Context: an optimization exercise on an open-source flow, tuned for small area. The choices shown serve that exercise and are no tape-out recipe. In this exercise RTL edits were held to simulation tests only and were not proved equivalent to the original. Power is estimated from default activity; no workload was simulated.

==> design.v <==
module sat(in, out);
	parameter isz = 17;				 
	parameter osz = 12;				 
	input signed [isz-1:0] in;		 
	output reg signed [osz-1:0] out;	 
	wire min =  in[isz-1] & ~&in[isz-2:osz-1];
	wire max = ~in[isz-1] &  |in[isz-2:osz-1];
	always @(min or max or in)
		case({max,min})
			2'b01:		out = {1'b1,{osz-1{1'b0}}};		 
			2'b10:		out = {1'b0,{osz-1{1'b1}}};		 
			default:	out = in[osz-1:0];				 
		endcase
endmodule
module sat_flag(in, out, flag);
	parameter isz = 17;				 
	parameter osz = 12;				 
	input signed [isz-1:0] in;		 
	output reg signed [osz-1:0] out;	 
	output flag;                     
	wire min =  in[isz-1] & ~&in[isz-2:osz-1];
	wire max = ~in[isz-1] &  |in[isz-2:osz-1];
	always @(min or max or in)
		case({max,min})
			2'b01:		out = {1'b1,{osz-1{1'b0}}};		 
			2'b10:		out = {1'b0,{osz-1{1'b1}}};		 
			default:	out = in[osz-1:0];				 
		endcase
    assign flag = max | min;
endmodule
module tuner_slice_1k #(
    parameter dsz = 14,
              psz = 12
)
(
    input clk, reset, shf_90,
    input signed [dsz-1:0] in,
    input [psz-1:0] phs,
    output reg signed [dsz-1:0] out
);
    wire [1:0] p_quad = phs[psz-1:psz-2] + {1'b0,shf_90};
    reg [1:0] quad;
    reg [psz-3:0] addr;
    reg sincos_sign;
    always @(posedge clk)
    begin
        if(reset == 1'b1)
        begin
            quad <= 2'b0;
            addr <= 8'b0;
            sincos_sign <= 1'b0;
        end
        else
        begin
            quad <= p_quad;
            addr <= phs[psz-3:0] ^ {psz-2{p_quad[0]}};
            sincos_sign <= quad[1];
        end
    end
    reg signed [15:0] sine_lut[0:1023];
    reg signed [15:0] sincos_raw;
    initial
    begin
        $readmemh("sine_table_1k.hex", sine_lut);
    end
    always @(posedge clk)
    begin
        sincos_raw <= sine_lut[addr];
    end
    reg signed [15:0] sincos_p, sincos;
    reg sincos_sign_d1;
    always @(posedge clk)
    begin
        if(reset == 1'b1)
        begin
            sincos <= 16'h0000;
            sincos_p <= 16'h0000;
            sincos_sign_d1 <= 0;
        end
        else
        begin
            sincos_sign_d1 <= sincos_sign;
            sincos_p <= sincos_raw;
            sincos <= sincos_sign_d1 ? -sincos_p : sincos_p;
        end
    end
    reg signed [dsz+16-1:0] mult;
    reg signed [dsz+1:0] out_rnd;
    wire signed [dsz-1:0] out_sat;
    sat #(.isz(dsz+1),.osz(dsz))
        u_sat(.in(out_rnd[dsz+1:1]),.out(out_sat));
    always @(posedge clk)
    begin
        if(reset == 1'b1)
        begin
            mult <= 0;
            out_rnd <= 0;
            out <= 0;
        end
        else
        begin
            mult <= in * sincos;
            out_rnd <= mult[dsz+16-1:14] + 1;
            out <= out_sat;
        end
    end
endmodule
module tuner_2 #(
    parameter dsz = 14,
              fsz = 26,
              psz = 12
)
(
    input clk, reset,
    input signed [dsz-1:0] in,
    input [fsz-1:0] frq,
    input ns_ena,
    output signed [dsz-1:0] i_out, q_out
);
    reg [fsz-1:0] acc;
    always @(posedge clk)
    begin
        if(reset == 1'b1)
        begin
            acc <= {fsz{1'b0}};
        end
        else
        begin
            acc <= acc + frq;
        end
    end
    reg [fsz-1:0] ns_acc;
    reg [psz-1:0] phs;
    wire [fsz-1:0] res = ns_acc[fsz-psz-1:0];
    always @(posedge clk)
    begin
        if(reset == 1'b1)
        begin
            ns_acc <= {fsz{1'b0}};
			phs <= 0;
        end
        else
        begin
            ns_acc <= acc + {{psz{res[fsz-psz-1]}},res};
			phs <= ns_ena ? ns_acc[fsz-1:fsz-psz] : acc[fsz-1:fsz-psz];
        end
    end
    tuner_slice_1k #(
        .dsz(dsz),
        .psz(psz)
    )
    u_slice_i(
        .clk(clk),
        .reset(reset),
        .shf_90(1'b1),
        .in(in),
        .phs(phs),
        .out(i_out)
    );
    tuner_slice_1k #(
        .dsz(dsz),
        .psz(psz)
    )
    u_slice_q(
        .clk(clk),
        .reset(reset),
        .shf_90(1'b0),
        .in(in),
        .phs(phs),
        .out(q_out)
    );
endmodule
module cic_dec_4 #(
	parameter NUM_STAGES = 4,						 
	          STG_GSZ = 8,							 
	          ISZ = 10,								 
	          ASZ = (ISZ + (NUM_STAGES * STG_GSZ)),	 
	          LSZ = 23,                              
              HSZ = ASZ - LSZ,                       
              OSZ = ASZ	                             
)
(
	input clk,						 
	input reset,					 
	input ena_out,					 
	input signed [ISZ-1:0] x,	     
	output signed [OSZ-1:0] y,	     
	output valid					 
);	
	wire signed [ASZ-1:0] x_sx = {{ASZ-ISZ{x[ISZ-1]}},x};
    wire signed [LSZ-1:0] x_sx_l = x_sx[LSZ-1:0];
    reg signed [HSZ-1:0] x_sx_h;
    always @(posedge clk)
        x_sx_h <= x_sx[ASZ-1:HSZ];
	reg signed [LSZ:0] integrator_l[0:NUM_STAGES-1];
	reg signed [HSZ-1:0] integrator_h[0:NUM_STAGES-1];
	always @(posedge clk)
	begin
		if(reset == 1'b1)
		begin
			integrator_l[0] <= 0;
			integrator_h[0] <= 0;
		end
		else
		begin
			integrator_l[0] <= integrator_l[0][LSZ-1:0] + x_sx_l;
            integrator_h[0] <= integrator_h[0] + x_sx_h + integrator_l[0][LSZ];
		end
	end
	generate
		genvar i;
		for(i=1;i<NUM_STAGES;i=i+1)
		begin
			always @(posedge clk)
			begin
				if(reset == 1'b1)
                begin
					integrator_l[i] <= 0;
					integrator_h[i] <= 0;
                end
				else
                begin
					integrator_l[i] <= integrator_l[i][LSZ-1:0] + integrator_l[i-1][LSZ-1:0];
					integrator_h[i] <= integrator_h[i] + integrator_h[i-1] + integrator_l[i][LSZ];
                end
			end
		end
	endgenerate
    reg signed [LSZ-1:0] low_pipe;
    always @(posedge clk)
        low_pipe <= integrator_l[NUM_STAGES-1];
    wire signed [ASZ-1:0] integrator_out = {integrator_h[NUM_STAGES-1],low_pipe};
	reg [NUM_STAGES:0] comb_ena;
	reg signed [OSZ-1:0] comb_diff[0:NUM_STAGES];
	reg signed [OSZ-1:0] comb_dly[0:NUM_STAGES];
	always @(posedge clk)
	begin
		if(reset == 1'b1)
		begin
			comb_ena <= {NUM_STAGES+2{1'b0}};
			comb_diff[0] <= {OSZ{1'b0}};
			comb_dly[0] <= {OSZ{1'b0}};
		end
		else
        begin
            if(ena_out == 1'b1)
            begin
                comb_diff[0] <= integrator_out>>>(ASZ-OSZ);
                comb_dly[0] <= comb_diff[0];
            end
            comb_ena <= {comb_ena[NUM_STAGES:0],ena_out};
        end
	end
	generate
		genvar j;
		for(j=1;j<=NUM_STAGES;j=j+1)
		begin
			always @(posedge clk)
			begin
				if(reset == 1'b1)
				begin
					comb_diff[j] <= {OSZ{1'b0}};
					comb_dly[j] <= {OSZ{1'b0}};
				end
				else if(comb_ena[j-1] == 1'b1)
				begin
					comb_diff[j] <= comb_diff[j-1] - comb_dly[j-1];
					comb_dly[j] <= comb_diff[j];
				end
			end
		end
	endgenerate
	assign y = comb_diff[NUM_STAGES];
	assign valid = comb_ena[NUM_STAGES];
endmodule
module fir8dec_par #(
	parameter isz = 16,					 
	          osz = 16,					 
	          psz = 8,					 
              csz = 16,                  
              clen = 246,                
              agrw = 3                   
)
(
	input clk,								 
	input reset,							 
	input ena,								 
	input signed [isz-1:0] iin, qin,    	 
	output reg valid,                   	 
	output reg signed [osz-1:0] iout,qout	 
);	
    reg [psz-1:0] w_addr;
    always @(posedge clk)
    begin
        if(reset == 1'b1)
        begin
            w_addr <= 0;
        end
        else
        begin
            if(ena == 1'b1)
            begin
                w_addr <= w_addr + 1;
            end
        end
    end
    localparam sm_wait = 2'b00;
    localparam sm_mac  = 2'b01;
    localparam sm_dmp  = 2'b10;
    reg [1:0] state;
    reg ena_d1;
    reg coeff_end, mac_ena, dump;
    reg [psz-1:0] r_addr;
    reg [psz-1:0] c_addr;
    always @(posedge clk)
    begin
        if(reset == 1'b1)
        begin
            state <= sm_wait;
            ena_d1 <= 1'b0;
            mac_ena <= 1'b0;
            dump <= 1'b0;
            r_addr <= {psz+1{1'd0}};
            c_addr <= {psz{1'd0}};
            coeff_end <= 1'b0;
        end
        else
        begin
            ena_d1 <= ena;
            case(state)
                sm_wait :
                begin
                    if(ena_d1 & (w_addr[2:0] == 3'b111))
                    begin
                        state <= sm_mac;
                        mac_ena <= 1'b1;
                        r_addr <= w_addr;
                        c_addr <= {psz{1'd0}};
                        coeff_end <= 1'b0;
                    end
                end
                sm_mac :
                begin
                    if(!coeff_end)
                    begin
                        r_addr <= r_addr - 1;
                        c_addr <= c_addr + 1;
						coeff_end <= (c_addr == clen);
                    end
                    else
                    begin
                        state <= sm_dmp;
                        mac_ena <= 1'b0;
                        dump <= 1'b1;
                    end
                end
                sm_dmp :
                begin
                    state <= sm_wait;
                    dump <= 1'b0;
                end
                default :
                begin
                    state <= sm_wait;
                    mac_ena <= 1'b0;
                    dump <= 1'b0;
                end
            endcase
        end
    end
    reg [psz-1:0] r_addr_d;
	reg signed [2*isz-1:0] buf_mem [255:0];
	reg signed [isz-1:0] ird, qrd;
	always @(posedge clk)  
	begin
        if(ena == 1'b1)
        begin
            buf_mem[w_addr] <= {iin,qin};
        end
	end
    reg [255:0] buf_wr;
    always @(posedge clk)
    begin
        if(reset == 1'b1)
            buf_wr <= 256'd0;
        else if(ena == 1'b1)
            buf_wr[w_addr] <= 1'b1;
    end
	always @(posedge clk)  
	begin
        r_addr_d <= r_addr;
		{ird,qrd} <= buf_wr[r_addr_d] ? buf_mem[r_addr_d] : {2*isz{1'b0}};
	end
    reg [psz-1:0] c_addr_d;
    reg signed [csz-1:0] coeff_rom[0:255];
    reg signed [csz-1:0] c_data  ;
    initial
    begin
        $readmemh("fir8dec_coeff.hex", coeff_rom);
    end
    always @(posedge clk)
    begin
        c_addr_d <= c_addr;
        c_data <= coeff_rom[c_addr_d];
    end
    reg [2:0] mac_ena_pipe;
    reg [2:0] dump_pipe;
    reg signed [csz+isz-1:0] imult, qmult;
    reg signed [csz+isz+agrw-1:0] iacc, qacc;
    wire signed [csz+isz+agrw-1:0] rnd_const = 1<<(csz+1);
    wire signed [osz-1:0] isat, qsat;
    sat #(.isz(agrw+osz-2), .osz(osz))
        u_isat(.in(iacc[csz+isz+agrw-1:csz+2]), .out(isat));
    sat #(.isz(agrw+osz-2), .osz(osz))
        u_qsat(.in(qacc[csz+isz+agrw-1:csz+2]), .out(qsat));
    always @(posedge clk)
    begin
        if(reset == 1'b1)
        begin
            mac_ena_pipe <= 3'b000;
            dump_pipe <= 3'b000;
            imult <= {csz+isz{1'b0}};
            qmult <= {csz+isz{1'b0}};
            iacc <= rnd_const;
            qacc <= rnd_const;
            valid <= 1'b0;
			iout <= {osz{1'b0}};
			qout <= {osz{1'b0}};
        end
        else
        begin
            mac_ena_pipe <= {mac_ena_pipe[1:0],mac_ena};
            dump_pipe <= {dump_pipe[1:0],dump};
            imult <= ird * c_data;
            qmult <= qrd * c_data;
            if(mac_ena_pipe[1] == 1'b1)
            begin
                iacc <= iacc + {{agrw{imult[csz+isz-1]}},imult};
                qacc <= qacc + {{agrw{qmult[csz+isz-1]}},qmult};
            end
            else
            begin
                iacc <= rnd_const;
                qacc <= rnd_const;
            end
            if(dump_pipe[1] == 1'b1)
            begin
                iout <= isat;
                qout <= qsat;
            end
            valid <= dump_pipe[1];
        end
    end
endmodule
`default_nettype none
module ddc_14 #(
    parameter isz = 14,  
              fsz = 26,  
              osz = 16,  
              gsz = 8    
)
(
    input clk, reset,
    input signed [isz-1:0] in,
	input [1:0] dr,
	input [fsz-1:0] frq,
    input [3:0] cic_shf,
    input ns_ena,
    output reg [6:0] sathld,
    output valid,
    output signed [osz-1:0] i_out, q_out,
    output diag
);
	reg [gsz-1:0] drate;
	always @(posedge clk)
		case(dr)
			2'b00: drate = 8'd255;		 
			2'b01: drate = 8'd127;		 
			2'b10: drate = 8'd63;		 
			2'b11: drate = 8'd32;		 
			default: drate = 8'd255;
		endcase
    reg [gsz-1:0] dcnt;
    reg ena_cic;
    always @(posedge clk)
    begin
        if(reset == 1'b1)
        begin
            dcnt <= 0;
            ena_cic <= 1'b0;
        end
        else
        begin
			if(dcnt == 0)
			begin
				dcnt <= drate;
				ena_cic <= 1'b1;
			end
			else
			begin
				dcnt <= dcnt - 1;
				ena_cic <= 1'b0;
			end
       end
    end
    wire signed [isz-1:0] tuner_i, tuner_q;
    tuner_2 #(
        .dsz(isz),
        .fsz(fsz)
    )
    u_tuner(
        .clk(clk),
        .reset(reset),
        .in(in),
        .frq(frq),
        .ns_ena(ns_ena),
        .i_out(tuner_i),
        .q_out(tuner_q)
    );
    parameter cicsz = 21;    
    wire cic_v;
    wire signed [cicsz-1:0] cic_i;
    cic_dec_4 #(
        .NUM_STAGES(4),		 
	    .STG_GSZ(gsz),		 
	    .ISZ(isz),           
        .OSZ(cicsz)          
    )
    u_cic_i(
        .clk(clk),				 
        .reset(reset),			 
        .ena_out(ena_cic),		 
        .x(tuner_i),	         
        .y(cic_i),	             
        .valid(cic_v)			 
    );
    assign diag = cic_i[cicsz-1];
    wire signed [cicsz-1:0] cic_q;
    cic_dec_4 #(
        .NUM_STAGES(4),		 
	    .STG_GSZ(gsz),		 
	    .ISZ(isz),           
        .OSZ(cicsz)          
    )
    u_cic_q(
        .clk(clk),				 
        .reset(reset),			 
        .ena_out(ena_cic),		 
        .x(tuner_q),	         
        .y(cic_q),	             
        .valid()			     
    );	
    reg signed [cicsz+6:0] cic_i_shf, cic_q_shf;
    reg signed [osz-1:0] cic_i_trim, cic_q_trim;
    wire signed [osz-1:0] cic_i_sat, cic_q_sat;
    wire isatflg, qsatflg;
    reg satval;
    reg [6:0] satcnt, satsum;
    sat_flag #(.isz(osz+7), .osz(osz))
        u_sat_i(.in(cic_i_shf[cicsz+6:cicsz-osz]), .out(cic_i_sat), .flag(isatflg));
    sat_flag #(.isz(osz+7), .osz(osz))
        u_sat_q(.in(cic_q_shf[cicsz+6:cicsz-osz]), .out(cic_q_sat), .flag(qsatflg));
    always @(posedge clk)
    begin
        cic_i_shf <= cic_i<<<cic_shf;
        cic_q_shf <= cic_q<<<cic_shf;
        cic_i_trim <= cic_i_sat;
        cic_q_trim <= cic_q_sat;
        if(reset == 1'b1)
        begin
            satcnt <= 0;
			satval <= 0;
            satsum <= 0;
            sathld <= 0;
        end
        else
        begin
 			satcnt <= satcnt + 1;
			satval <= isatflg|qsatflg;
            satsum <= satsum + {6'd0,satval};
            if(satcnt == 7'h7f)
            begin
                sathld <= satsum;
                satsum <= 0;
            end
        end
    end
	fir8dec_par #(
        .isz(osz),           
	    .osz(osz)            
    )
	u_fir(
		.clk(clk),								 
		.reset(reset),							 
		.ena(cic_v),							 
		.iin(cic_i_trim), .qin(cic_q_trim),    	 
		.valid(valid),                   		 
		.iout(i_out), .qout(q_out)				 
	);
endmodule
`default_nettype none
module r2p #(
    parameter dsz = 16,  
    parameter psz = 16   
)
(
    input clk, reset,
    input signed [dsz-1:0] x, y,
    input ena,
    output reg valid,
    output reg [dsz-1:0] mag,
    output reg signed [psz-1:0] angle
);
    parameter iterations = 16;
    parameter gsz = 4;       
    parameter k = 39796;     
    reg signed [dsz-1:0] xi, yi;
    reg signed [psz-1:0] ai;
    reg ena_d1;
    always @(posedge clk)
    begin
        if(reset)
        begin
            ena_d1 <= 1'b0;
        end
        else
        begin
            if(ena)
            begin
                xi <= x[dsz-1] ? -x : x;
                yi <= x[dsz-1] ? -y : y;
                ai <= x[dsz-1] ? {1'b1,{dsz-1{1'b0}}} : 0;
            end
            ena_d1 <= ena;
        end
    end
    reg State, run_d1;
    reg [3:0] itr, itr_d1;
    wire run = State;
    always @(posedge clk)
    begin
        if(reset)
        begin
            State <= 0;
            itr <= 0;
            itr_d1 <= 0;
            run_d1 <= 0;
        end
        else
        begin
            case(State)
                1'b0:    
                begin
                    if(ena_d1)
                    begin
                        State <= 1'b1;
                        itr <= 4'd0;
                    end
                end
                1'b1:    
                begin
                    if(&itr)
                        State <= 1'b0;
                    else
                        itr <= itr + 4'd1;
                end
            endcase
            itr_d1 <= itr;
            run_d1 <= run;
        end
    end
    reg signed [psz-1:0] phi;
    reg signed [psz-1:0] LUT[0:iterations-1];
    initial
       $readmemh("r2p_phi_lut.hex", LUT);
    always @(posedge clk)
    begin
        if(reset)
            phi <= 0;
        else
            phi <= LUT[itr];
    end
    reg signed [dsz+gsz+1:0] xacc;
    reg signed [dsz+gsz:0] yacc;
    reg signed [psz-1:0] aacc;
    wire signed [dsz+gsz+1:0] sx = xacc>>>itr_d1;
    wire signed [dsz+gsz:0] sy = yacc>>>itr_d1;
    always @(posedge clk)
    begin
        if(reset)
        begin
            xacc <= 0;
            yacc <= 0;
            aacc <= 0;
        end
        else
        begin
            if(run & ~run_d1)
            begin
                xacc <= xi<<gsz;
                yacc <= yi<<gsz;
                aacc <= ai;
            end
            else if(run_d1)
            begin
                if(yacc[dsz+gsz])
                begin
                    xacc <= xacc - sy;
                    yacc <= yacc + sx;
                    aacc <= aacc - phi;
                end
                else
                begin
                    xacc <= xacc + sy;
                    yacc <= yacc - sx;
                    aacc <= aacc + phi;
                end                
            end
        end
    end
    reg [1:0] done;
    reg [2*dsz:0] mscale;
    wire [dsz:0] uxacc = xacc>>>gsz;
    always @(posedge clk)
    begin
        if(reset)
        begin
            done <= 0;
            mscale <= 0;
            mag <= 0;
            angle <= 0;
            valid <= 0;
        end
        else
        begin
            done <= {done[0],(~run&run_d1)};
            valid <= done[1];
            if(done[0])
                mscale <= uxacc*k;
            if(done[1])
            begin
                angle <= aacc;
                mag <= mscale>>dsz;
            end
        end
    end
endmodule
`default_nettype none
module dcb #(
    parameter dsz = 16,          
    parameter dc_coeff = 10      
)
(
    input clk, reset,
    input signed [dsz-1:0] in,
    input ena,
    output valid,
    output reg signed [dsz-1:0] out
);
    reg signed [dsz+dc_coeff:0] dcb_acc;
    reg signed [dsz:0] dcb_out;
    reg [1:0] valid_pipe;
    always @(posedge clk)
    begin
        if(reset)
        begin
            dcb_acc <= 0;
            dcb_out <= 0;
            valid_pipe <= 0;
        end
        else
        begin
            if(ena)
            begin
                dcb_acc <= dcb_acc + dcb_out;
                dcb_out <= in - (dcb_acc>>>dc_coeff);
            end
            valid_pipe <= {valid_pipe[0],ena};
        end
    end
    wire signed [dsz-1:0] sat_out;
    sat #(
        .isz(dsz+1),
        .osz(dsz)
    )
    u_sat(
        .in(dcb_out),
        .out(sat_out)
    );
    always @(posedge clk)
    begin
        if(reset)
            out <= 0;
        else
            out <= sat_out;
    end
    assign valid = valid_pipe[1];
endmodule
`default_nettype none
module demods #(
    parameter dsz = 16  
)
(
    input clk, reset,
    input signed [dsz-1:0] i, q,
    input ena,
	input [2:0] dtype,
    output reg valid,
    output reg signed [dsz-1:0] l_out, r_out
);
    wire signed [dsz-1:0] mag, angle;
    wire r2p_v;
    r2p #(
        .dsz(dsz),
        .psz(dsz)
    )
    u_r2p(
        .clk(clk),
        .reset(reset),
        .x(i), .y(q),
        .ena(ena),
        .mag(mag), .angle(angle),
        .valid(r2p_v)
    );
    wire signed [dsz-1:0] am;
    wire am_v;
    dcb #(
        .dsz(dsz),
        .dc_coeff(10)
    )
    u_am_dcb(
        .clk(clk),
        .reset(reset),
        .in(mag),
        .ena(r2p_v),
        .out(am),
        .valid(am_v)
    );
    reg signed [dsz-1:0] angle_d1, rfrq;
    reg r2p_v_d1;
    always @(posedge clk)
        if(reset)
        begin
            angle_d1 <= 0;
            rfrq <= 0;
            r2p_v_d1 <= 0;
        end
        else
        begin
            if(r2p_v)
            begin
                angle_d1 <= angle;
                rfrq <= angle - angle_d1;
            end
            r2p_v_d1 <= r2p_v;
        end
    wire signed [dsz-1:0] rfm;
    wire rfm_v;
    dcb #(
        .dsz(dsz),
        .dc_coeff(10)
    )
    u_fm_dcb(
        .clk(clk),
        .reset(reset),
        .in(rfrq),
        .ena(r2p_v_d1),
        .out(rfm),
        .valid(rfm_v)
    );
    reg signed [dsz+2:0] nbfm_de_acc;
    reg nbfm_v;
    always @(posedge clk)
    begin
        if(reset)
        begin
            nbfm_de_acc <= 0;
            nbfm_v <= 0;
        end
        else
        begin
            if(rfm_v)
                nbfm_de_acc <= nbfm_de_acc - (nbfm_de_acc>>7) + rfm;
            nbfm_v <= rfm_v;            
        end
    end
    wire signed [dsz-1:0] nbfm = nbfm_de_acc>>3;
    always @(posedge clk)
    begin
        if(reset)
        begin
            l_out <= 0;
            r_out <= 0;
            valid <= 0;
        end
        else
        begin
            case(dtype)
                3'd0:    
                begin
                    l_out <= am;
                    r_out <= am;
                    valid <= am_v;
                end
                3'd2:    
                begin
                    l_out <= nbfm;
                    r_out <= nbfm;
                    valid <= nbfm_v;
                end
                3'd6:    
                begin
                    l_out <= i;
                    r_out <= q;
                    valid <= ena;
                end
                default:
                begin
                    l_out <= i;
                    r_out <= q;
                    valid <= ena;
                end
            endcase
        end
    end
endmodule
`default_nettype none
module sdr_rx (
    input wire clk,
    input wire reset,
    input wire signed [9:0] adc_in,
    input wire [1:0] dr,
    input wire [25:0] frq,
    input wire [3:0] cic_shf,
    input wire ns_ena,
    input wire [2:0] demod_type,
    output wire [6:0] sathld,
    output wire diag,
    output wire valid,
    output wire signed [15:0] l_out,
    output wire signed [15:0] r_out
);
    wire ddc_valid;
    wire signed [15:0] ddc_i, ddc_q;
    ddc_14 #(
        .isz(10),
        .fsz(26),
        .osz(16)
    )
    u_ddc(
        .clk(clk),
        .reset(reset),
        .in(adc_in),
        .dr(dr),
        .frq(frq),
        .cic_shf(cic_shf),
        .ns_ena(ns_ena),
        .sathld(sathld),
        .valid(ddc_valid),
        .i_out(ddc_i),
        .q_out(ddc_q),
        .diag(diag)
    );
    demods u_demod(
        .clk(clk),
        .reset(reset),
        .i(ddc_i),
        .q(ddc_q),
        .ena(ddc_valid),
        .dtype(demod_type),
        .valid(valid),
        .l_out(l_out),
        .r_out(r_out)
    );
endmodule
`default_nettype wire
==> fir8dec_coeff.hex <==
// memory init data
// Auto-generated by write_memh.py
ffff
0000
0000
0000
0001
0002
0003
0003
0003
0003
0001
ffff
fffd
fffa
fff7
fff6
fff6
fff8
fffd
0003
0009
0010
0016
0018
0017
0011
0007
fffa
ffeb
ffdc
ffd2
ffcd
ffd0
ffdd
fff2
000d
002a
0046
005a
0062
005a
0042
001a
ffe8
ffb2
ff82
ff5f
ff53
ff62
ff8e
ffd3
002a
0085
00d6
010f
0121
0106
00bb
0048
ffbb
ff28
fea6
fe4e
fe33
fe61
fed9
ff8f
006d
0152
021a
029f
02c5
027c
01c2
00aa
ff59
fdff
fcd3
fc0d
fbd6
fc47
fd60
ff03
00fb
02ff
04bc
05e2
0631
0588
03e6
0176
fe87
fb85
f8eb
f72f
f6b2
f7ab
fa1c
fdca
0244
06e7
0afb
0dc6
0eab
0d45
097d
0399
fc37
f44a
ecfe
e794
e540
e6fc
ed67
f8a3
084d
1b7c
30d2
469d
5b05
6c3b
78ae
7f36
7f36
78ae
6c3b
5b05
469d
30d2
1b7c
084d
f8a3
ed67
e6fc
e540
e794
ecfe
f44a
fc37
0399
097d
0d45
0eab
0dc6
0afb
06e7
0244
fdca
fa1c
f7ab
f6b2
f72f
f8eb
fb85
fe87
0176
03e6
0588
0631
05e2
04bc
02ff
00fb
ff03
fd60
fc47
fbd6
fc0d
fcd3
fdff
ff59
00aa
01c2
027c
02c5
029f
021a
0152
006d
ff8f
fed9
fe61
fe33
fe4e
fea6
ff28
ffbb
0048
00bb
0106
0121
010f
00d6
0085
002a
ffd3
ff8e
ff62
ff53
ff5f
ff82
ffb2
ffe8
001a
0042
005a
0062
005a
0046
002a
000d
fff2
ffdd
ffd0
ffcd
ffd2
ffdc
ffeb
fffa
0007
0011
0017
0018
0016
0010
0009
0003
fffd
fff8
fff6
fff6
fff7
fffa
fffd
ffff
0001
0003
0003
0003
0003
0002
0001
0000
0000
0000
ffff
0000
0000
0000
0000
0000
0000
0000
0000
0000
0000
==> r2p_phi_lut.hex <==
// memory init data
// Auto-generated by write_memh.py
2000
12e4
09fb
0511
028b
0146
00a3
0051
0029
0014
000a
0005
0003
0001
0001
0000
==> sine_table_1k.hex <==
// memory init data
// Auto-generated by write_memh.py
0019
004b
007e
00b0
00e2
0114
0147
0179
01ab
01dd
0210
0242
0274
02a7
02d9
030b
033d
0370
03a2
03d4
0406
0438
046b
049d
04cf
0501
0534
0566
0598
05ca
05fc
062f
0661
0693
06c5
06f7
072a
075c
078e
07c0
07f2
0825
0857
0889
08bb
08ed
091f
0951
0984
09b6
09e8
0a1a
0a4c
0a7e
0ab0
0ae2
0b14
0b46
0b78
0bab
0bdd
0c0f
0c41
0c73
0ca5
0cd7
0d09
0d3b
0d6d
0d9f
0dd1
0e03
0e35
0e67
0e99
0eca
0efc
0f2e
0f60
0f92
0fc4
0ff6
1028
105a
108b
10bd
10ef
1121
1153
1185
11b6
11e8
121a
124c
127d
12af
12e1
1312
1344
1376
13a8
13d9
140b
143c
146e
14a0
14d1
1503
1534
1566
1598
15c9
15fb
162c
165e
168f
16c1
16f2
1724
1755
1786
17b8
17e9
181b
184c
187d
18af
18e0
1911
1942
1974
19a5
19d6
1a07
1a39
1a6a
1a9b
1acc
1afd
1b2e
1b60
1b91
1bc2
1bf3
1c24
1c55
1c86
1cb7
1ce8
1d19
1d4a
1d7b
1dac
1ddc
1e0d
1e3e
1e6f
1ea0
1ed1
1f01
1f32
1f63
1f94
1fc4
1ff5
2026
2056
2087
20b7
20e8
2119
2149
217a
21aa
21db
220b
223c
226c
229c
22cd
22fd
232e
235e
238e
23be
23ef
241f
244f
247f
24af
24e0
2510
2540
2570
25a0
25d0
2600
2630
2660
2690
26c0
26f0
2720
274f
277f
27af
27df
280f
283e
286e
289e
28cd
28fd
292d
295c
298c
29bb
29eb
2a1a
2a4a
2a79
2aa8
2ad8
2b07
2b37
2b66
2b95
2bc4
2bf4
2c23
2c52
2c81
2cb0
2cdf
2d0e
2d3d
2d6c
2d9b
2dca
2df9
2e28
2e57
2e86
2eb5
2ee3
2f12
2f41
2f70
2f9e
2fcd
2ffc
302a
3059
3087
30b6
30e4
3113
3141
316f
319e
31cc
31fa
3229
3257
3285
32b3
32e1
330f
333e
336c
339a
33c8
33f6
3423
3451
347f
34ad
34db
3509
3536
3564
3592
35bf
35ed
361a
3648
3676
36a3
36d0
36fe
372b
3759
3786
37b3
37e0
380e
383b
3868
3895
38c2
38ef
391c
3949
3976
39a3
39d0
39fd
3a29
3a56
3a83
3ab0
3adc
3b09
3b35
3b62
3b8e
3bbb
3be7
3c14
3c40
3c6c
3c99
3cc5
3cf1
3d1d
3d4a
3d76
3da2
3dce
3dfa
3e26
3e52
3e7d
3ea9
3ed5
3f01
3f2d
3f58
3f84
3fb0
3fdb
4007
4032
405e
4089
40b5
40e0
410b
4136
4162
418d
41b8
41e3
420e
4239
4264
428f
42ba
42e5
4310
433b
4365
4390
43bb
43e5
4410
443b
4465
448f
44ba
44e4
450f
4539
4563
458d
45b8
45e2
460c
4636
4660
468a
46b4
46de
4707
4731
475b
4785
47ae
47d8
4802
482b
4855
487e
48a7
48d1
48fa
4923
494d
4976
499f
49c8
49f1
4a1a
4a43
4a6c
4a95
4abe
4ae6
4b0f
4b38
4b61
4b89
4bb2
4bda
4c03
4c2b
4c53
4c7c
4ca4
4ccc
4cf4
4d1d
4d45
4d6d
4d95
4dbd
4de5
4e0d
4e34
4e5c
4e84
4eab
4ed3
4efb
4f22
4f4a
4f71
4f99
4fc0
4fe7
500e
5036
505d
5084
50ab
50d2
50f9
5120
5147
516d
5194
51bb
51e2
5208
522f
5255
527c
52a2
52c8
52ef
5315
533b
5361
5387
53ae
53d4
53fa
541f
5445
546b
5491
54b7
54dc
5502
5527
554d
5572
5598
55bd
55e2
5608
562d
5652
5677
569c
56c1
56e6
570b
5730
5754
5779
579e
57c2
57e7
580c
5830
5854
5879
589d
58c1
58e5
590a
592e
5952
5976
599a
59bd
59e1
5a05
5a29
5a4c
5a70
5a94
5ab7
5ada
5afe
5b21
5b44
5b68
5b8b
5bae
5bd1
5bf4
5c17
5c3a
5c5d
5c7f
5ca2
5cc5
5ce7
5d0a
5d2c
5d4f
5d71
5d94
5db6
5dd8
5dfa
5e1c
5e3e
5e60
5e82
5ea4
5ec6
5ee8
5f09
5f2b
5f4d
5f6e
5f90
5fb1
5fd2
5ff4
6015
6036
6057
6078
6099
60ba
60db
60fc
611d
613d
615e
617f
619f
61c0
61e0
6200
6221
6241
6261
6281
62a1
62c1
62e1
6301
6321
6341
6360
6380
63a0
63bf
63df
63fe
641d
643d
645c
647b
649a
64b9
64d8
64f7
6516
6535
6554
6572
6591
65af
65ce
65ec
660b
6629
6647
6666
6684
66a2
66c0
66de
66fc
6719
6737
6755
6772
6790
67ae
67cb
67e8
6806
6823
6840
685d
687a
6897
68b4
68d1
68ee
690b
6927
6944
6961
697d
699a
69b6
69d2
69ee
6a0b
6a27
6a43
6a5f
6a7b
6a97
6ab2
6ace
6aea
6b05
6b21
6b3c
6b58
6b73
6b8e
6baa
6bc5
6be0
6bfb
6c16
6c31
6c4c
6c66
6c81
6c9c
6cb6
6cd1
6ceb
6d06
6d20
6d3a
6d54
6d6e
6d88
6da2
6dbc
6dd6
6df0
6e0a
6e23
6e3d
6e56
6e70
6e89
6ea2
6ebc
6ed5
6eee
6f07
6f20
6f39
6f52
6f6b
6f83
6f9c
6fb4
6fcd
6fe5
6ffe
7016
702e
7046
705f
7077
708f
70a6
70be
70d6
70ee
7105
711d
7134
714c
7163
717a
7192
71a9
71c0
71d7
71ee
7205
721c
7232
7249
7260
7276
728d
72a3
72b9
72d0
72e6
72fc
7312
7328
733e
7354
7369
737f
7395
73aa
73c0
73d5
73eb
7400
7415
742a
743f
7454
7469
747e
7493
74a8
74bc
74d1
74e5
74fa
750e
7522
7537
754b
755f
7573
7587
759b
75ae
75c2
75d6
75e9
75fd
7610
7624
7637
764a
765e
7671
7684
7697
76a9
76bc
76cf
76e2
76f4
7707
7719
772c
773e
7750
7762
7774
7786
7798
77aa
77bc
77ce
77df
77f1
7803
7814
7825
7837
7848
7859
786a
787b
788c
789d
78ae
78be
78cf
78e0
78f0
7901
7911
7921
7931
7941
7952
7962
7971
7981
7991
79a1
79b0
79c0
79cf
79df
79ee
79fd
7a0d
7a1c
7a2b
7a3a
7a49
7a57
7a66
7a75
7a83
7a92
7aa0
7aaf
7abd
7acb
7ad9
7ae7
7af5
7b03
7b11
7b1f
7b2d
7b3a
7b48
7b55
7b63
7b70
7b7d
7b8b
7b98
7ba5
7bb2
7bbf
7bcb
7bd8
7be5
7bf1
7bfe
7c0a
7c17
7c23
7c2f
7c3b
7c47
7c53
7c5f
7c6b
7c77
7c83
7c8e
7c9a
7ca5
7cb1
7cbc
7cc7
7cd2
7cdd
7ce8
7cf3
7cfe
7d09
7d14
7d1e
7d29
7d33
7d3e
7d48
7d52
7d5c
7d67
7d71
7d7b
7d84
7d8e
7d98
7da2
7dab
7db5
7dbe
7dc8
7dd1
7dda
7de3
7dec
7df5
7dfe
7e07
7e10
7e18
7e21
7e29
7e32
7e3a
7e42
7e4b
7e53
7e5b
7e63
7e6b
7e73
7e7a
7e82
7e8a
7e91
7e99
7ea0
7ea7
7eaf
7eb6
7ebd
7ec4
7ecb
7ed2
7ed8
7edf
7ee6
7eec
7ef3
7ef9
7eff
7f05
7f0c
7f12
7f18
7f1e
7f23
7f29
7f2f
7f35
7f3a
7f40
7f45
7f4a
7f50
7f55
7f5a
7f5f
7f64
7f69
7f6d
7f72
7f77
7f7b
7f80
7f84
7f88
7f8d
7f91
7f95
7f99
7f9d
7fa1
7fa4
7fa8
7fac
7faf
7fb3
7fb6
7fb9
7fbd
7fc0
7fc3
7fc6
7fc9
7fcc
7fce
7fd1
7fd4
7fd6
7fd9
7fdb
7fdd
7fe0
7fe2
7fe4
7fe6
7fe8
7fea
7feb
7fed
7fef
7ff0
7ff2
7ff3
7ff5
7ff6
7ff7
7ff8
7ff9
7ffa
7ffb
7ffc
7ffc
7ffd
7ffd
7ffe
7ffe
7fff
7fff
7fff
7fff
==> run.sh <==
#!/bin/bash
# synth_recipe.tcl (not shown) runs the flow's synth.tcl, then flattens the netlist and writes it again
# the make line also repeats each setting of config.mk as NAME=value (left out here)
make -C /OpenROAD-flow-scripts/flow DESIGN_CONFIG=/design/flow/config.mk WORK_HOME=/design/flow/orfs CLKGATE_MAP_FILE= SYNTH_SCRIPT=/design/flow/synth_recipe.tcl finish
==> config.mk <==
export PLATFORM = sky130hd
export DESIGN_NAME = sdr_rx
export DESIGN_NICKNAME = sdr_rx
export VERILOG_FILES = /design/flow/design.v
export SDC_FILE = /design/flow/constraint.sdc
export NUM_CORES = 8
export LEC_CHECK = 0
export CAP_MARGIN = 20
export CORE_MARGIN = 2
export CORE_UTILIZATION = 35
export SLEW_MARGIN = 20
export SYNTH_MEMORY_MAX_BITS = 32768
==> constraint.sdc <==
create_clock -name core_clock -period 12.5 [get_ports {clk}]
set_input_delay 2.5000 -clock core_clock [delete_from_list [all_inputs] [get_ports {clk}]]
set_output_delay 2.5000 -clock core_clock [all_outputs]
set_load 0.01 [all_outputs]
==> summary.md, run 1 <==
| Metric | Value |
|---|---|
| Run status | complete, no violations |
| Gr ovfl total | 0 |
| P_leak | around 180 nW |
| Syn Inst Count | around 32000 |
| WHS Path Cells | 0 |
| Area Growth Syn to Fin | 12.9% |
| Simple-gate share of the synthesized area | between 6 and 7% |
| Adder-cell area share of the yosys netlist | around 7.3% |
| PostCTS Resize Cnt | 0 |
| Synth Area in Compound Gates | 6.38% |
| Hold Startpoint | u_ddc.u_cic_i.integrator_l[3][22] |
| Synth top area share | between 50% and 60% |
| Initial drt markers | approximately 35000 |
| Max Cap Viol | 0 |
| Die area | ~1400000 um^2 |
| Share of cells above drive strength 1 | between 10% and 20% |
| Final setup viols | 0 |
| Die height | about 1200 um |
| Critical Path RT | about 14 ns |
| Die X | roughly 1200 um |
| NumNets Final | around 34000 |
| Routed WL per cell | 28.1 um |
| CP Launch Type | primary input |
| Fin crit period | 8.76 ns |
| Top FF cell, synth | edfxtp_1 |
| Clk sinks | 10182 |
| XOR/XNOR Fraction of Synth Area | about 1.6% |
| Layout fillers | 123355 |
| Layout Skew | about 0.14 ns |
| Synth Warn # | 15 |
| Mux cell area share after synthesis | 15.1% |
| Type of the worst setup path | primary input to register |
| Largest net degree at the start of global routing | approximately 220 |
| PortBufs | 88 |
| Clock Path Buffers | 6 |
| Non-Filler Instances | about 50000 |
| RR Endpoint | u_ddc.u_fir.imult[31] |
| Synth area leaders | edfxtp_1 52%, mux4_2 14%, dfxtp_1 8.3% |
| Initial core utilization | a little over a third |
| R2R depth | 23 |
| Reg-to-reg critical path startpoint | u_ddc.u_fir.ird[6] |
| Core area | 1350000 um^2 |
| Async S/R FF share, synth | 0% |
| CTS H-tree depth | 7 |
| Reg2reg setup slack | just over 5 ns |
| Post-synthesis sequential area ratio | slightly above 60% |
| Residual DRC | 0 |
| Worst Hold End | u_ddc.u_cic_i.low_pipe[22] |
| Worst-skew pair later-pin latency | around 1.3 ns |
| Yosys reg bits | ~10000 |
| Cts bufs inserted | between 1000 and 1500 |
| Placed insts | 48788 |
| Hpwl dp | 875000 um |
| Crit path from | adc_in[1] |
| GPL Wtd Cong | approximately 0.95 |
| Synthesized cell area | about 470000 um^2 |
| Crit Path Max Fanout | 20 |
| CP arrival | between 9 and 10 ns |
| Leading post-synthesis cells by instance count | 8225 x edfxtp_1, 2868 x mux4_2, 2847 x nor2_1 |
| Power Density | between 150 and 200 nW/um^2 |
| Total Wirelength | between 1000000 and 1500000 um |
| Max VDD drop | between 0.0001 and 0.00015 V |
| Setup WS pre-CTS | ~2.5 ns |
| Post-CTS Setup Repair Bufs | 0 |
| Clk Tree Root Cell | clkbuf_16 |
| Final worst-path cycle share | between 70 and 80% |
| CTS clk-pin slew, worst paths | 0.06 ns |
| Avg Vias per Cell | about 5.6 |
| Vias | around 290k |
| Vias in the first global route | 286575 |
| RSZ-0062 raised after global routing | false |
| Crit end category | register |
| Worst-margin pin slew | between 1 and 1.5 ns |
| Max Slew Vio Count | 0 |
| Total track usage | 20.3% |
| Yosys top cell by area | edfxtp_1 |
| Count of unique library cells instantiated by Yosys | 96 |
| Final setup margin | between 3 and 4 ns |
| Largest family of logic cells by synthesized area | multiplexers |
| Most used standard cell by instance count after synthesis | edfxtp_1 |
| Final setup TNS | 0 ns |
| Antenna violations before repair | ~130 |
| Core Rows | roughly 430 |
| Hold_buf cts | 0 |
| First-pass GRT wire length | around 2000000 um |
| Net Count, Synth | 33979 |
| EDFF count, synth | ~8200 |
| Avg Cell Area, Syn | between 10 and 15 um^2 |
| Pre-Repair DR Iteration Count | 9 |
| I/O pins | between 80 and 90 |
| Max Freq | about 0.11 GHz |
| Detail Route Antenna Nets | 0 |
| TritonCTS clock tree | built |
| Hold Fails Final Rpt | 0 |
| Worst relative slew slack | 13.2% |
| Hold Crit Class | register to register |
cell type report:
cell class,instances,area (um^2),area share [%]
Antenna cell,106,265,0.0496
Clock buffer,1450,31100,5.81
Clock inverter,529,4660,0.871
Inverter,1631,6130,1.15
Multi-Input combinational cell,18109,177000,33.0
Sequential cell,10182,286000,53.5
Tap cell,18018,22500,4.21
Timing Repair Buffer,853,7340,1.37
flip-flops by register name, summed over array words and instances, names as in the netlist, 19 cells and up:
name / count
u_ddc.u_fir.qmult: 32
u_ddc.u_cic_q.integrator_l: 96
u_ddc.u_cic_i.comb_diff: 105
u_ddc.u_fir.buf_wr: 256
u_ddc.cic_i_shf: 23
u_ddc.u_tuner.acc: 26
u_ddc.u_tuner.ns_acc: 26
u_ddc.u_fir.qacc: 35
u_ddc.u_fir.buf_mem: 8192
u_ddc.u_cic_q.integrator_h: 76
u_demod.u_fm_dcb.dcb_acc: 27
u_ddc.cic_q_shf: 23
u_demod.nbfm_de_acc: 19
u_demod.u_am_dcb.dcb_acc: 27
u_ddc.u_cic_i.integrator_h: 76
u_demod.u_r2p.xacc: 22
u_demod.u_r2p.yacc: 21
u_ddc.u_cic_i.integrator_l: 96
u_ddc.u_cic_i.comb_dly: 84
u_ddc.u_cic_q.comb_dly: 84
u_ddc.u_fir.imult: 32
u_ddc.u_fir.iacc: 35
u_ddc.u_cic_q.comb_diff: 105
metrics by stage:
step	cell area [um^2]	power, mW	hold WS [ns]	utilization [%]
global placement	499000	50.0	0.342	36.9
finish	535000	82.2	0.363	39.6
detailed placement	499000	50.1	0.350	36.9
global route	535000	84.9	0.371	39.6
CTS	535000	82.5	0.364	39.6
floorplan	474000	46.0	0.334	-
how the worst max path moves through the flow:
stage	endpoint	cells past startpoint
after detailed placement	u_ddc.u_tuner.u_slice_i.mult[25]	21
after global routing	u_ddc.u_tuner.u_slice_i.mult[25]	21
final	u_ddc.u_tuner.u_slice_i.mult[25]	21
after floorplan	u_ddc.u_tuner.u_slice_i.mult[25]	20
after CTS	u_ddc.u_tuner.u_slice_i.mult[25]	21
after global placement	u_ddc.u_tuner.u_slice_i.mult[25]	21
critical path, stage by stage:
cell             delay (ns)
clkdlybuf4s50_1        0.88
buf_4                  0.40
nand2_1                0.13
fa_1                   0.57
inv_1                  0.05
fa_1                   0.51
inv_1                  0.06
fa_1                   0.53
inv_1                  0.05
fa_1                   0.50
fa_1                   0.43
ha_1                   0.31
a21oi_1                0.18
o221ai_1               0.18
a2111oi_0              0.83
o21ai_0                0.40
o41a_1                 0.50
a211o_1                0.34
o31ai_1                0.26
xnor2_1                0.15
nor2_1                 0.05
logic make-up (layout without fill, tap and decap cells):
group,count (synthesis),count (layout)
adders and majority gates,2209,2209
xor gates and xnor gates,887,887
and+or+nand+nor,6689,6689
buffers and inverters,3433,4463
AOI/OAI and AO/OA,4815,4815
DFF,10182,10182
muxes,3509,3509
other,0,106
metal layers:
layer	GRT usage [%]	up-vias	wire, um
met2	32.8	13059	669000
met5	0	-	373
met3	4.06	2558	126000
met4	7.10	52	55100
li1	-	121409	-
met1	27.5	149330	580000
layout by cell type (no fill, tap or decap), types with 102 or more instances in the layout:
cell type,n
a31oi_1,193
o21ai_0,1016
nor2_4,253
diode_2,106
clkbuf_1,224
clkinv_2,173
xor2_1,359
o21a_1,145
a21o_1,307
inv_1,1608
nand2b_1,224
nor3_1,420
a21oi_1,1610
mux2i_1,564
dfxtp_1,1885
nor2_1,2578
edfxtp_1,8225
fa_1,951
xnor2_1,528
clkinv_1,208
and3_1,150
a211oi_1,336
and2_1,480
mux4_2,2868
clkbuf_16,1185
nand2_1,1497
nand3_1,328
o211ai_1,178
nor2b_1,324
or3_1,113
ha_1,1253
o31ai_1,102
buf_4,706
report_power, final:
part           total [mW]  switching (mW)  internal (mW)
clock network        32.5            13.4           19.1
registers            38.9           0.853           38.0
logic                10.9            7.54           3.32
total                82.2            21.8           60.4
==> run 2: changes to the inputs <==
--- a/design.v
+++ b/design.v
@@ -278,5 +278,3 @@
 	          osz = 16,					 
-	          psz = 8,					 
               csz = 16,                  
-              clen = 246,                
               agrw = 3                   
@@ -289,10 +287,26 @@
 	output reg valid,                   	 
-	output reg signed [osz-1:0] iout,qout	 
-);	
-    reg [psz-1:0] w_addr;
+	output signed [osz-1:0] iout,qout	     
+);
+    localparam asz = csz+isz+agrw;
+    localparam signed [asz-1:0] rnd_const = 1<<(csz+1);
+    reg signed [isz-1:0] xi, xq;     
+    reg [2:0] jcnt;                  
+    reg [4:0] d;                     
+    reg lc;                          
+    reg [4:0] pc;
+    reg fst;                         
     always @(posedge clk)
     begin
+        if(ena == 1'b1)
+        begin
+            xi <= iin;
+            xq <= qin;
+        end
         if(reset == 1'b1)
         begin
-            w_addr <= 0;
+            jcnt <= 3'd0;
+            d <= 5'd0;
+            lc <= 1'b0;
+            pc <= 5'd0;
+            fst <= 1'b1;
         end
@@ -301,4 +315,17 @@
             if(ena == 1'b1)
+                jcnt <= jcnt + 3'd1;
+            d <= d + 5'd1 - {4'd0, (ena == 1'b1) && (jcnt == 3'd7)};
+            if(ena == 1'b1)
             begin
-                w_addr <= w_addr + 1;
+                lc <= 1'b1;
+                pc <= 5'd0;
+            end
+            else if(lc == 1'b1)
+            begin
+                pc <= pc + 5'd1;
+                if(pc == 5'd31)
+                begin
+                    lc <= 1'b0;
+                    fst <= 1'b0;
+                end
             end
@@ -306,10 +333,10 @@
     end
-    localparam sm_wait = 2'b00;
-    localparam sm_mac  = 2'b01;
-    localparam sm_dmp  = 2'b10;
-    reg [1:0] state;
-    reg ena_d1;
-    reg coeff_end, mac_ena, dump;
-    reg [psz-1:0] r_addr;
-    reg [psz-1:0] c_addr;
+    reg signed [csz-1:0] coeff_rom[0:255];
+    initial
+    begin
+        $readmemh("fir8dec_coeff.hex", coeff_rom);
+    end
+    wire [7:0] c_addr = {d + 5'd2, 3'b000} - {5'd0, jcnt};
+    reg signed [csz-1:0] c_data;
+    reg init, emit;
     always @(posedge clk)
@@ -318,9 +345,5 @@
         begin
-            state <= sm_wait;
-            ena_d1 <= 1'b0;
-            mac_ena <= 1'b0;
-            dump <= 1'b0;
-            r_addr <= {psz+1{1'd0}};
-            c_addr <= {psz{1'd0}};
-            coeff_end <= 1'b0;
+            c_data <= {csz{1'b0}};
+            init <= 1'b0;
+            emit <= 1'b0;
         end
@@ -328,89 +351,22 @@
         begin
-            ena_d1 <= ena;
-            case(state)
-                sm_wait :
-                begin
-                    if(ena_d1 & (w_addr[2:0] == 3'b111))
-                    begin
-                        state <= sm_mac;
-                        mac_ena <= 1'b1;
-                        r_addr <= w_addr;
-                        c_addr <= {psz{1'd0}};
-                        coeff_end <= 1'b0;
-                    end
-                end
-                sm_mac :
-                begin
-                    if(!coeff_end)
-                    begin
-                        r_addr <= r_addr - 1;
-                        c_addr <= c_addr + 1;
-						coeff_end <= (c_addr == clen);
-                    end
-                    else
-                    begin
-                        state <= sm_dmp;
-                        mac_ena <= 1'b0;
-                        dump <= 1'b1;
-                    end
-                end
-                sm_dmp :
-                begin
-                    state <= sm_wait;
-                    dump <= 1'b0;
-                end
-                default :
-                begin
-                    state <= sm_wait;
-                    mac_ena <= 1'b0;
-                    dump <= 1'b0;
-                end
-            endcase
+            c_data <= lc ? coeff_rom[c_addr] : {csz{1'b0}};
+            init <= lc & (fst | (c_addr == 8'd0));
+            emit <= lc & (c_addr == 8'd4);
         end
     end
-    reg [psz-1:0] r_addr_d;
-	reg signed [2*isz-1:0] buf_mem [255:0];
-	reg signed [isz-1:0] ird, qrd;
-	always @(posedge clk)  
-	begin
-        if(ena == 1'b1)
-        begin
-            buf_mem[w_addr] <= {iin,qin};
-        end
-	end
-    reg [255:0] buf_wr;
+    reg signed [asz-1:0] iring[0:31];
+    reg signed [asz-1:0] qring[0:31];
+    wire signed [asz-1:0] ibase = init ? rnd_const : iring[0];
+    wire signed [asz-1:0] qbase = init ? rnd_const : qring[0];
+    integer n;
     always @(posedge clk)
     begin
-        if(reset == 1'b1)
-            buf_wr <= 256'd0;
-        else if(ena == 1'b1)
-            buf_wr[w_addr] <= 1'b1;
-    end
-	always @(posedge clk)  
-	begin
-        r_addr_d <= r_addr;
-		{ird,qrd} <= buf_wr[r_addr_d] ? buf_mem[r_addr_d] : {2*isz{1'b0}};
-	end
-    reg [psz-1:0] c_addr_d;
-    reg signed [csz-1:0] coeff_rom[0:255];
-    reg signed [csz-1:0] c_data  ;
-    initial
-    begin
-        $readmemh("fir8dec_coeff.hex", coeff_rom);
-    end
-    always @(posedge clk)
-    begin
-        c_addr_d <= c_addr;
-        c_data <= coeff_rom[c_addr_d];
+        for(n=0;n<31;n=n+1)
+        begin
+            iring[n] <= iring[n+1];
+            qring[n] <= qring[n+1];
+        end
+        iring[31] <= ibase + xi * c_data;
+        qring[31] <= qbase + xq * c_data;
     end
-    reg [2:0] mac_ena_pipe;
-    reg [2:0] dump_pipe;
-    reg signed [csz+isz-1:0] imult, qmult;
-    reg signed [csz+isz+agrw-1:0] iacc, qacc;
-    wire signed [csz+isz+agrw-1:0] rnd_const = 1<<(csz+1);
-    wire signed [osz-1:0] isat, qsat;
-    sat #(.isz(agrw+osz-2), .osz(osz))
-        u_isat(.in(iacc[csz+isz+agrw-1:csz+2]), .out(isat));
-    sat #(.isz(agrw+osz-2), .osz(osz))
-        u_qsat(.in(qacc[csz+isz+agrw-1:csz+2]), .out(qsat));
     always @(posedge clk)
@@ -418,37 +374,10 @@
         if(reset == 1'b1)
-        begin
-            mac_ena_pipe <= 3'b000;
-            dump_pipe <= 3'b000;
-            imult <= {csz+isz{1'b0}};
-            qmult <= {csz+isz{1'b0}};
-            iacc <= rnd_const;
-            qacc <= rnd_const;
             valid <= 1'b0;
-			iout <= {osz{1'b0}};
-			qout <= {osz{1'b0}};
-        end
         else
-        begin
-            mac_ena_pipe <= {mac_ena_pipe[1:0],mac_ena};
-            dump_pipe <= {dump_pipe[1:0],dump};
-            imult <= ird * c_data;
-            qmult <= qrd * c_data;
-            if(mac_ena_pipe[1] == 1'b1)
-            begin
-                iacc <= iacc + {{agrw{imult[csz+isz-1]}},imult};
-                qacc <= qacc + {{agrw{qmult[csz+isz-1]}},qmult};
-            end
-            else
-            begin
-                iacc <= rnd_const;
-                qacc <= rnd_const;
-            end
-            if(dump_pipe[1] == 1'b1)
-            begin
-                iout <= isat;
-                qout <= qsat;
-            end
-            valid <= dump_pipe[1];
-        end
+            valid <= emit;
     end
+    sat #(.isz(agrw+osz-2), .osz(osz))
+        u_isat(.in(iring[31][asz-1:csz+2]), .out(iout));
+    sat #(.isz(agrw+osz-2), .osz(osz))
+        u_qsat(.in(qring[31][asz-1:csz+2]), .out(qout));
 endmodule
==> run 2 against run 1 <==
  * Maximum frequency up 2.4%
  * Routed wire length shrank 62%
  * Largest cell class is now multi-input combinational cells
  * Final area down 60%
  * Sequential cell count decreased by 6407
  * Non-clock buffer count shrank 507
  * Clock power decreased by 63%
  * Still clean
==> summary.md, run 2 <==
| Metric | Value |
|---|---|
| Core Rows | 272 |
| Syn Inst Count | 20502 |
| Avg Cell Area, Syn | 9.37 um^2 |
| Final setup TNS | 0 ns |
| Crit Path Max Fanout | 18 |
| Die area | 555000 um^2 |
| Crit path to | u_ddc.u_tuner.u_slice_q.mult[25] |
| Worst-margin pin slew | roughly 1.3 ns |
| RR Endpoint | u_ddc.u_fir.iring[31][34] |
| Final setup viols | 0 |
| Max Cap Viol | 0 |
| Worst path cell trace | clkdlybuf4s50_1 -> buf_4 -> and2_1 -> fa_1 -> inv_1 -> fa_1 -> inv_1 -> fa_1 -> inv_1 -> fa_1 -> fa_1 -> inv_1 -> ha_1 -> or3_1 -> a221oi_1 -> o211ai_1 -> a221oi_1 -> o211ai_1 -> a311oi_1 -> o31ai_1 -> a21oi_1 -> xnor2_1 -> nor2_1 |
| Worst relative slew slack | between 10 and 15% |
| Async S/R FF share, synth | 0% |
| CTS H-tree depth | 5 |
| PortBufs | 88 |
| CTS clk-pin slew, worst paths | about 0.070 ns |
| Count of unique library cells instantiated by Yosys | 88 |
| Max VDD drop | roughly 0.00013 V |
| Hold_buf cts | 0 |
| Final setup margin | ~3.9 ns |
| Most used standard cell by instance count after synthesis | dfxtp_1 |
| CP bufs+invs | 6 |
| Vias | between 100k and 150k |
| CP arrival | 9.33 ns |
| Total track usage | between 10% and 20% |
| Largest stage delay, worst path | approximately 0.75 ns |
| Top FF cell, synth | dfxtp_1 |
| Avg Vias per Cell | around 5.2 |
| Reg2reg setup slack | between 4 and 5 ns |
| Vias in the first global route | 142195 |
| Run status | complete, no violations |
| Crit path from | adc_in[6] |
| Total Wirelength | 545000 um |
| Gr ovfl total | 0 |
| Max Slew Vio Count | 0 |
| Yosys top cell by area | dfxtp_1 |
| Synthesized cell area | 192000 um^2 |
| R2R depth | 22 |
| Worst path slowest cell | clkdlybuf4s50_1 |
| Area Growth Syn to Fin | 11.3% |
| Fin crit period | ~8.6 ns |
| I/O pins | between 80 and 90 |
| Core area | approximately 550000 um^2 |
| NumNets Final | between 20000 and 25000 |
| Cts bufs inserted | 382 |
| Largest net degree at the start of global routing | roughly 190 |
| Synth top area share | 38.7% |
| Type of the worst setup path | primary input to register |
| Hold Fails Final Rpt | 0 |
| CP Launch Type | primary input |
| Delay-heaviest family, CP | adder cells |
| Die X | 745 um |
| Setup WS pre-CTS | slightly below 3 ns |
| Initial core utilization | 35.1% |
| Hold Crit Class | register to register |
| Antenna violations before repair | 33 |
| Clk sinks | about 3800 |
| Die height | roughly 740 um |
| Worst-skew pair later-pin latency | ~1.0 ns |
| Final worst-path cycle share | 68.5% |
| Pre-Repair DR Iteration Count | 7 |
| Routed WL per cell | 19.6 um |
| Residual DRC | 0 |
| Post-CTS Setup Repair Bufs | 0 |
| Clock Path Buffers | 4 |
| CP most frequent cell | fa_1 |
| Reg-to-reg critical path startpoint | u_ddc.u_fir.xi[10] |
| Synth area leaders | dfxtp_1 39%, fa_1 11%, ha_1 8.0% |
| Hpwl dp | around 380000 um |
| Leading post-synthesis cells by instance count | 3710 x dfxtp_1, 2187 x nor2_1, 1769 x inv_1 |
| Power Density | around 160 nW/um^2 |
| PostCTS Resize Cnt | 0 |
| Critical Path RT | approximately 13 ns |
| Yosys reg bits | 3775 |
| Crit end category | register |
| Fin Hold WS | roughly 0.22 ns |
| Detail Route Antenna Nets | 0 |
| Post-synthesis sequential area ratio | 39.7% |
| First-pass GRT wire length | approximately 840000 um |
| Share of cells above drive strength 1 | 5.78% |
| GPL Wtd Cong | slightly below 1 |
| Multi-input gate area | around 110000 um^2 |
| Synth Warn # | 19 |
| Util after Layout | roughly two fifths |
| Largest regs | u_ddc.u_fir.iring (1120), u_ddc.u_fir.qring (1120) |
| Max Freq | 0.117 GHz |
| Most frequent cells in the layout | 3678 x dfxtp_1, 2178 x nor2_1, 1762 x inv_1 |
| Worst path depth | 23 |
| P_leak | 89.9 nW |
| EDFF count, synth | between 60 and 70 |
| TritonCTS clock tree | built |
| Net Count, Synth | 22829 |
| Register area | 76300 um^2 |
| Layout Skew | 0.121 ns |
| Initial drt markers | approximately 13000 |
| Clk Tree Root Cell | clkbuf_16 |
| Post-route cell area | approximately 210000 um^2 |
| Commonest non-fill, non-tap cell in the layout | dfxtp_1 |
| Post-DP Area | between 200000 and 250000 um^2 |
| RSZ-0062 raised after global routing | false |
| Layout fillers | around 54000 |
[run 2: cell count changes after synthesis, moves of 151 or more]
| cell | change |
|---|---|
| edfxtp_1 | -8160 |
| mux4_2 | -2779 |
| dfxtp_1 | +1753 |
| nor2_1 | -660 |
| clkbuf_1 | -418 |
| a21oi_1 | -244 |
| buf_1 | -164 |
| inv_1 | +151 |
[run 2: how the worst min path moves through the flow]
stage                         startpoint                   endpoint  slack (ns)  cells past startpoint
3_3_place_gp    u_ddc.u_fir.qring[8][34]   u_ddc.u_fir.qring[7][34]        0.31                      0
5_1_grt         u_ddc.u_fir.iring[29][0]   u_ddc.u_fir.iring[28][0]        0.22                      0
3_5_place_dp    u_ddc.u_fir.iring[12][3]   u_ddc.u_fir.iring[11][3]        0.31                      0
2_1_floorplan    u_ddc.u_fir.iring[1][0]    u_ddc.u_fir.iring[0][0]        0.31                      0
4_1_cts         u_ddc.u_fir.qring[25][7]   u_ddc.u_fir.qring[24][7]        0.21                      0
6_report       u_ddc.u_fir.iring[27][11]  u_ddc.u_fir.iring[26][11]        0.22                      0
[run 2: report_power, final]
group          internal, mW  switching (mW)  total, mW  leakage, nW
Sequential             13.1           0.662       13.8         30.7
Clock                  7.12            4.88       12.0         6.63
Combinational          3.12            6.23       9.35         52.6
[run 2: cell type report]
class,count,area share (%)
multi-input cells,13875,49.2
flip-flops and latches,3775,35.7
clock buffers,510,5.06
well taps,7261,4.25
inverters,1782,3.13
repair buffers,346,1.34
clock inverters,200,1.26
diodes,28,0.0328
[run 2: stage by stage]
| stage | total power, mW | instances |
|---|---|---|
| after global routing | 36.7 | 27758 |
| after floorplan | 19.8 | 20502 |
| after global placement | 23.0 | 27039 |
| final | 35.1 | 27777 |
| after detailed placement | 23.0 | 27039 |
| after CTS | 35.2 | 27749 |
[run 2: cells by family after synthesis]
group,after synthesis,share of synthesized area (%)
buffers and inverters,2852,5.60
xor gates and xnor gates,818,3.73
and+or+nand+nor,5630,13.3
muxes,679,4.15
AOI/OAI and AO/OA,4469,14.6
DFF,3775,39.7
adders and majority gates,2279,18.9
[run 2: routing by layer]
layer	vias up	wire (um)	global-route usage, %
li1	68809	-	-
met4	10	26900	8.38
met3	1520	43100	3.76
met2	5404	234000	29.6
met5	-	69	0
met1	69088	240000	26.1

-- port drivers added, routing unchanged --
In the flow no input, the clock included, has a driving cell. The finished layouts below were timed again as built, in two steps. Step 1 (the two cells are an assumption about what drives the block):
set clk [get_ports {clk}]
set_driving_cell -lib_cell sky130_fd_sc_hd__clkbuf_16 $clk
set_driving_cell -lib_cell sky130_fd_sc_hd__buf_2 [delete_from_list [all_inputs] $clk]
Step 2 times the ports against the registers' clock, not the clock port: input delays grow and output delays shrink by t, the midpoint of the rising clock arrivals with the driver on. Three values: no drivers, after step 1, after step 2; two values: the first two.
run	t (ns)	slack for setup (ns)	clock arrival spread, ns
run 1	1.401	3.738 / 3.886 / 2.484	0.166 / 0.165
run 2	1.080	3.944 / 4.032 / 2.952	0.138 / 0.138
After both steps setup and hold are still met in every run listed. The setup slack of run 1, which loses most, moves by +0.148 ns with the drivers and by -1.254 ns with both steps.
